Source: an optimization exercise on an open RTL-to-GDS flow (aim: small area and a short achievable clock period). Production flows keep margins and buffers that such runs may drop.
Function was checked by simulation only, so behaviour that the tests miss may differ from the original.
Power figures rest on the tool's default switching activity, not on a simulated workload.

== run a ==
==> flow/design.v (excerpt) <==
module core(clk,
            rst_n,
            mem_wen_D,
            mem_addr_D,
            mem_wdata_D,
            mem_rdata_D,
            mem_addr_I,
            mem_rdata_I
);
==> module core, before the edit <==
module core(clk,
            rst_n,
            mem_wen_D,
            mem_addr_D,
            mem_wdata_D,
            mem_rdata_D,
            mem_addr_I,
            mem_rdata_I
);
input         clk, rst_n;
output        mem_wen_D;
output [31:0] mem_addr_D;
output [31:0] mem_wdata_D;
input  [31:0] mem_rdata_D;
output [31:0] mem_addr_I;
input  [31:0] mem_rdata_I;
function [31:0] bswap;
    input [31:0] d;
    bswap = {d[7:0], d[15:8], d[23:16], d[31:24]};
endfunction
wire [31:0] inst = bswap(mem_rdata_I);
wire [4:0]  rs1  = inst[19:15];
wire [4:0]  rs2  = inst[24:20];
wire [4:0]  rd   = inst[11:7];
wire op_lw_n = inst[5];
wire op_sw   = ~inst[6] & inst[5] & ~inst[4];
wire op_beq  = inst[6] & ~inst[2];
wire op_jal  = inst[3];
wire op_jalr = inst[6] & inst[2] & ~inst[3];
wire op_link = inst[2];                       
wire reg_we  = inst[4] | ~inst[5] | inst[2];  
reg  [31:0] pc;
reg  [31:0] rf [1:31];
wire [32*32-1:0] rf_flat;
assign rf_flat[31:0] = 32'b0;
genvar g;
generate
    for (g = 1; g < 32; g = g + 1) begin : flat
        assign rf_flat[g*32 +: 32] = rf[g];
    end
endgenerate
wire [31:0] rdata1, rdata2;
wire [31:0] rdata2_a;              
wire [31:0] rd1_n0, rd1_n1;        
wire [31:0] unused_q;
rf_port rp1(.sel(rs1), .regs(rf_flat), .q(unused_q), .q2(rdata1), .n0(rd1_n0), .n1(rd1_n1));
rf_port rp2(.sel(rs2), .regs(rf_flat), .q(rdata2_a), .q2(rdata2), .n0(), .n1());
wire [31:0] imm_ls = {{21{inst[31]}}, inst[30:25], (inst[5] & ~inst[6]) ? inst[11:7] : inst[24:20]};
wire [31:0] addr;
ks_addr32 addr_add(.an0(rd1_n0), .an1(rd1_n1), .a(rdata1), .b(imm_ls), .s(addr));
wire        inv_b  = inst[30] | inst[13] | inst[6];    
wire [31:0] addsub;
ks_add32 #(.CI(1), .INV(0)) alu_add(.a(rdata1), .b(rdata2 ^ {32{inv_b}}), .ci(inv_b), .s(addsub));
wire        lt     = (rdata1[31] ^ rdata2[31]) ? rdata1[31] : addsub[31];
wire [31:0] pc4    = pc + 32'd4;
wire [31:0] imm_bj = inst[3] ? {{12{inst[31]}}, inst[19:12], inst[20], inst[30:21], 1'b0}
                             : {{20{inst[31]}}, inst[7], inst[30:25], inst[11:8], 1'b0};
wire [31:0] pc_tgt = pc + imm_bj;
wire        eq;
eq32 cmp(.a(rdata1), .b(rdata2), .eq(eq));
wire        to_tgt = op_jal | (op_beq & eq);
wire [31:0] pc_br  = to_tgt ? pc_tgt : pc4;
wire [31:0] pc_nxt = op_jalr ? {addr[31:1], 1'b0} : pc_br;
wire        r_op    = ~op_link & op_lw_n & ~inst[14];           
wire        sel_add = rst_n & r_op & ~inst[13];
wire        sel_slt = rst_n & r_op & inst[13];
wire [31:0] logic_r = inst[12] ? (rdata1 & rdata2) : (rdata1 | rdata2);
wire [31:0] rest    = {32{rst_n}} & (op_link ? pc4 :
                                    (~op_lw_n ? bswap(mem_rdata_D) :
                                    (inst[14] ? logic_r : 32'b0)));
wire [31:0] wdata_g;
g_ao221 wb0(.a1(addsub[0]), .a2(sel_add), .b1(lt), .b2(sel_slt), .c(rest[0]), .y(wdata_g[0]));
genvar w;
generate
    for (w = 1; w < 32; w = w + 1) begin : wb
        g_ao21 m(.a1(addsub[w]), .a2(sel_add), .b(rest[w]), .y(wdata_g[w]));
    end
endgenerate
always @(posedge clk) begin
    if (~rst_n) pc <= 32'b0;
    else        pc <= pc_nxt;
end
integer j;
always @(posedge clk) begin
    for (j = 1; j < 32; j = j + 1)
        if (~rst_n | (reg_we & (rd == j)))
            rf[j] <= wdata_g;
end
assign mem_addr_I  = pc;
assign mem_wen_D   = op_sw;
assign mem_addr_D  = addr;
assign mem_wdata_D = bswap(rdata2_a);
endmodule
==> module ks_addr32, before the edit <==
module ks_addr32(
    input  [31:0] an0,
    input  [31:0] an1,
    input  [31:0] a,
    input  [31:0] b,
    output [31:0] s
);
wire [31:0] g0, t0, p0;
ks_gt    gt(.an0(an0), .an1(an1), .b(b), .g(g0), .t(t0));
ks_xor #(.INV(0)) px(.a(a), .b(b), .inv(1'b0), .y(p0));
wire [31:0] gn1, pn1, g2, p2, gn3, pn3, g4, p4, gn5, pn5;
ks_lvl_n #(.D(1))  l1(.g(g0),  .p(t0),  .go(gn1), .po(pn1));
ks_lvl_p #(.D(2))  l2(.gn(gn1), .pn(pn1), .go(g2),  .po(p2));
ks_lvl_n #(.D(4))  l3(.g(g2),  .p(p2),  .go(gn3), .po(pn3));
ks_lvl_p #(.D(8))  l4(.gn(gn3), .pn(pn3), .go(g4),  .po(p4));
ks_lvl_n #(.D(16)) l5(.g(g4),  .p(p4),  .go(gn5), .po(pn5));
ks_sum #(.CI(0)) sm(.p(p0), .ci(1'b0), .cn(gn5), .s(s));
endmodule
==> module rf_pre2, before the edit <==
module rf_pre2(input [1:0] s, output [3:0] y_n);
assign y_n = ~(4'd1 << s);
endmodule
==> module rf_pre3, before the edit <==
module rf_pre3(input [2:0] s, output [7:0] y_n);
assign y_n = ~(8'd1 << s);
endmodule
Settings: LEC_CHECK=0, CAP_MARGIN=20, CORE_MARGIN=2, CORE_UTILIZATION=40, CTS_CLUSTER_DIAMETER=80, CTS_CLUSTER_SIZE=20, SETUP_SLACK_MARGIN=3.5, SLEW_MARGIN=20, SYNTH_HIERARCHICAL=1, SYNTH_MINIMUM_KEEP_SIZE=0, TNS_END_PERCENT=100; clock period 11.5 ns.
standard.sh (not shown) runs the stock make flow with config.mk's settings and CLKGATE_MAP_FILE= SYNTH_SCRIPT=/design/flow/synth_recipe.tcl, a recipe that flattens the netlist after the stock synthesis.
==> flow/flow/run.sh <==
#!/bin/bash
# The standard layout, with the port buffers made as buf_4 instead of the
# default choice (a delay buffer). Runs in the standard flow's work folder.
set -euo pipefail
export BUFFER_PORTS_ARGS="-buffer_cell sky130_fd_sc_hd__buf_4"
bash standard.sh > standard.log 2>&1
Input changes introduced in run b (baseline for comparison: run a):
--- a/flow/design.v
+++ b/flow/design.v
@@ -44,26 +44,27 @@
 wire [31:0] rd1_n0, rd1_n1;        
 wire [31:0] unused_q;
 rf_port rp1(.sel(rs1), .regs(rf_flat), .q(unused_q), .q2(rdata1), .n0(rd1_n0), .n1(rd1_n1));
 rf_port rp2(.sel(rs2), .regs(rf_flat), .q(rdata2_a), .q2(rdata2), .n0(), .n1());
 wire [31:0] imm_ls = {{21{inst[31]}}, inst[30:25], (inst[5] & ~inst[6]) ? inst[11:7] : inst[24:20]};
 wire [31:0] addr;
-ks_addr32 addr_add(.an0(rd1_n0), .an1(rd1_n1), .a(rdata1), .b(imm_ls), .s(addr));
+wire [31:0] addr_pc;    
+ks_addr32 addr_add(.an0(rd1_n0), .an1(rd1_n1), .a(rdata1), .b(imm_ls), .s(addr), .s2(addr_pc));
 wire        inv_b  = inst[30] | inst[13] | inst[6];    
 wire [31:0] addsub;
 ks_add32 #(.CI(1), .INV(0)) alu_add(.a(rdata1), .b(rdata2 ^ {32{inv_b}}), .ci(inv_b), .s(addsub));
 wire        lt     = (rdata1[31] ^ rdata2[31]) ? rdata1[31] : addsub[31];
 wire [31:0] pc4    = pc + 32'd4;
 wire [31:0] imm_bj = inst[3] ? {{12{inst[31]}}, inst[19:12], inst[20], inst[30:21], 1'b0}
                              : {{20{inst[31]}}, inst[7], inst[30:25], inst[11:8], 1'b0};
 wire [31:0] pc_tgt = pc + imm_bj;
 wire        eq;
 eq32 cmp(.a(rdata1), .b(rdata2), .eq(eq));
 wire        to_tgt = op_jal | (op_beq & eq);
 wire [31:0] pc_br  = to_tgt ? pc_tgt : pc4;
-wire [31:0] pc_nxt = op_jalr ? {addr[31:1], 1'b0} : pc_br;
+wire [31:0] pc_nxt = op_jalr ? {addr_pc[31:1], 1'b0} : pc_br;
 wire        r_op    = ~op_link & op_lw_n & ~inst[14];           
 wire        sel_add = rst_n & r_op & ~inst[13];
 wire        sel_slt = rst_n & r_op & inst[13];
 wire [31:0] logic_r = inst[12] ? (rdata1 & rdata2) : (rdata1 | rdata2);
 wire [31:0] rest    = {32{rst_n}} & (op_link ? pc4 :
                                     (~op_lw_n ? bswap(mem_rdata_D) :
@@ -110,24 +111,26 @@
 endmodule
 module ks_addr32(
     input  [31:0] an0,
     input  [31:0] an1,
     input  [31:0] a,
     input  [31:0] b,
-    output [31:0] s
+    output [31:0] s,
+    output [31:0] s2
 );
 wire [31:0] g0, t0, p0;
 ks_gt    gt(.an0(an0), .an1(an1), .b(b), .g(g0), .t(t0));
 ks_xor #(.INV(0)) px(.a(a), .b(b), .inv(1'b0), .y(p0));
 wire [31:0] gn1, pn1, g2, p2, gn3, pn3, g4, p4, gn5, pn5;
 ks_lvl_n #(.D(1))  l1(.g(g0),  .p(t0),  .go(gn1), .po(pn1));
 ks_lvl_p #(.D(2))  l2(.gn(gn1), .pn(pn1), .go(g2),  .po(p2));
 ks_lvl_n #(.D(4))  l3(.g(g2),  .p(p2),  .go(gn3), .po(pn3));
 ks_lvl_p #(.D(8))  l4(.gn(gn3), .pn(pn3), .go(g4),  .po(p4));
 ks_lvl_n #(.D(16)) l5(.g(g4),  .p(p4),  .go(gn5), .po(pn5));
 ks_sum #(.CI(0)) sm(.p(p0), .ci(1'b0), .cn(gn5), .s(s));
+ks_sum #(.CI(0)) sm2(.p(p0), .ci(1'b0), .cn(gn5), .s(s2));
 endmodule
 module ks_gt(
     input  [31:0] an0,
     input  [31:0] an1,
     input  [31:0] b,
     output [31:0] g,
@@ -228,16 +231,36 @@
             rf_bit m(.oh(oh_h[31:1]), .d(col), .q(q[k]), .q2(q2[k]), .h0(n0[k]), .h1(n1[k]));
         end
     end
 endgenerate
 endmodule
 module rf_pre2(input [1:0] s, output [3:0] y_n);
-assign y_n = ~(4'd1 << s);
+wire [1:0] sn;
+g_inv i0(.a(s[0]), .y(sn[0]));
+g_inv i1(.a(s[1]), .y(sn[1]));
+genvar k;
+generate
+    for (k = 0; k < 4; k = k + 1) begin : o
+        g_nand2 n(.a(k[0] ? s[0] : sn[0]), .b(k[1] ? s[1] : sn[1]), .y(y_n[k]));
+    end
+endgenerate
 endmodule
 module rf_pre3(input [2:0] s, output [7:0] y_n);
-assign y_n = ~(8'd1 << s);
+wire [2:0] sn;
+g_inv i0(.a(s[0]), .y(sn[0]));
+g_inv i1(.a(s[1]), .y(sn[1]));
+g_inv i2(.a(s[2]), .y(sn[2]));
+genvar k;
+generate
+    for (k = 0; k < 8; k = k + 1) begin : o
+        g_nand3 n(.a(k[0] ? s[0] : sn[0]), .b(k[1] ? s[1] : sn[1]), .c(k[2] ? s[2] : sn[2]), .y(y_n[k]));
+    end
+endgenerate
+endmodule
+module g_inv(input a, output y);
+assign y = ~a;
 endmodule
 module rf_dec(input [3:0] lo_n, input [7:0] hi_n, output [31:0] oh);
 genvar r;
 generate
     for (r = 0; r < 32; r = r + 1) begin : d
         g_nor2 n(.a(lo_n[r % 4]), .b(hi_n[r / 4]), .y(oh[r]));
==> results.txt <==
As of run b, wire length on met3 had risen by a few percent compared to run a.
Diff run a -> run b: global-route wire length before repair climbed 7400 um, number of non-clock buffers in the layout climbed 7.0%, critical path depth climbed 2, multi-input combinational cell count climbed about 1.1%.
Synthesized cell count in run b is 53 above run a.
Run b vs. run a: clock network power share went down by 0.5 points.
Between run a and run b, the power per cell area is lower for run a.
Met2 capacity usage during global routing: run a and run b compared, higher one is run b
Diff run a and run b: area after synthesis lower in run a
Setup slack in run b is larger than in run a.

==> static timing again, ports no longer ideal <==
No port has a modelled driver above. Below, the same layouts with a new extraction and two added sets of constraints.
Step 1 assumes that a clkbuf_16 drives the clock port and a buf_2 every other input.
Step 2 also shifts input and output timing later by t, the mid clock arrival at the registers, as if the neighbouring blocks saw the same clock.
Three values: ideal ports, drivers, drivers and shift; two values: the first two.
run	t (ns)	slack for setup (ns)	worst hold slack (ns)	worst slew at a driven data input, ns	pins driven straight from the clock port
run a	0.769	3.410 / 3.379 / 2.995	0.661 / 0.661 / 0.661	0.20	1
run b	0.754	3.491 / 3.452 / 2.978	0.546 / 0.546 / 0.546	0.18	1
After both steps setup and hold are still met in every run listed. For run b, which loses most, drivers alone change the setup slack by -0.039 ns; drivers and shift together by -0.513 ns.
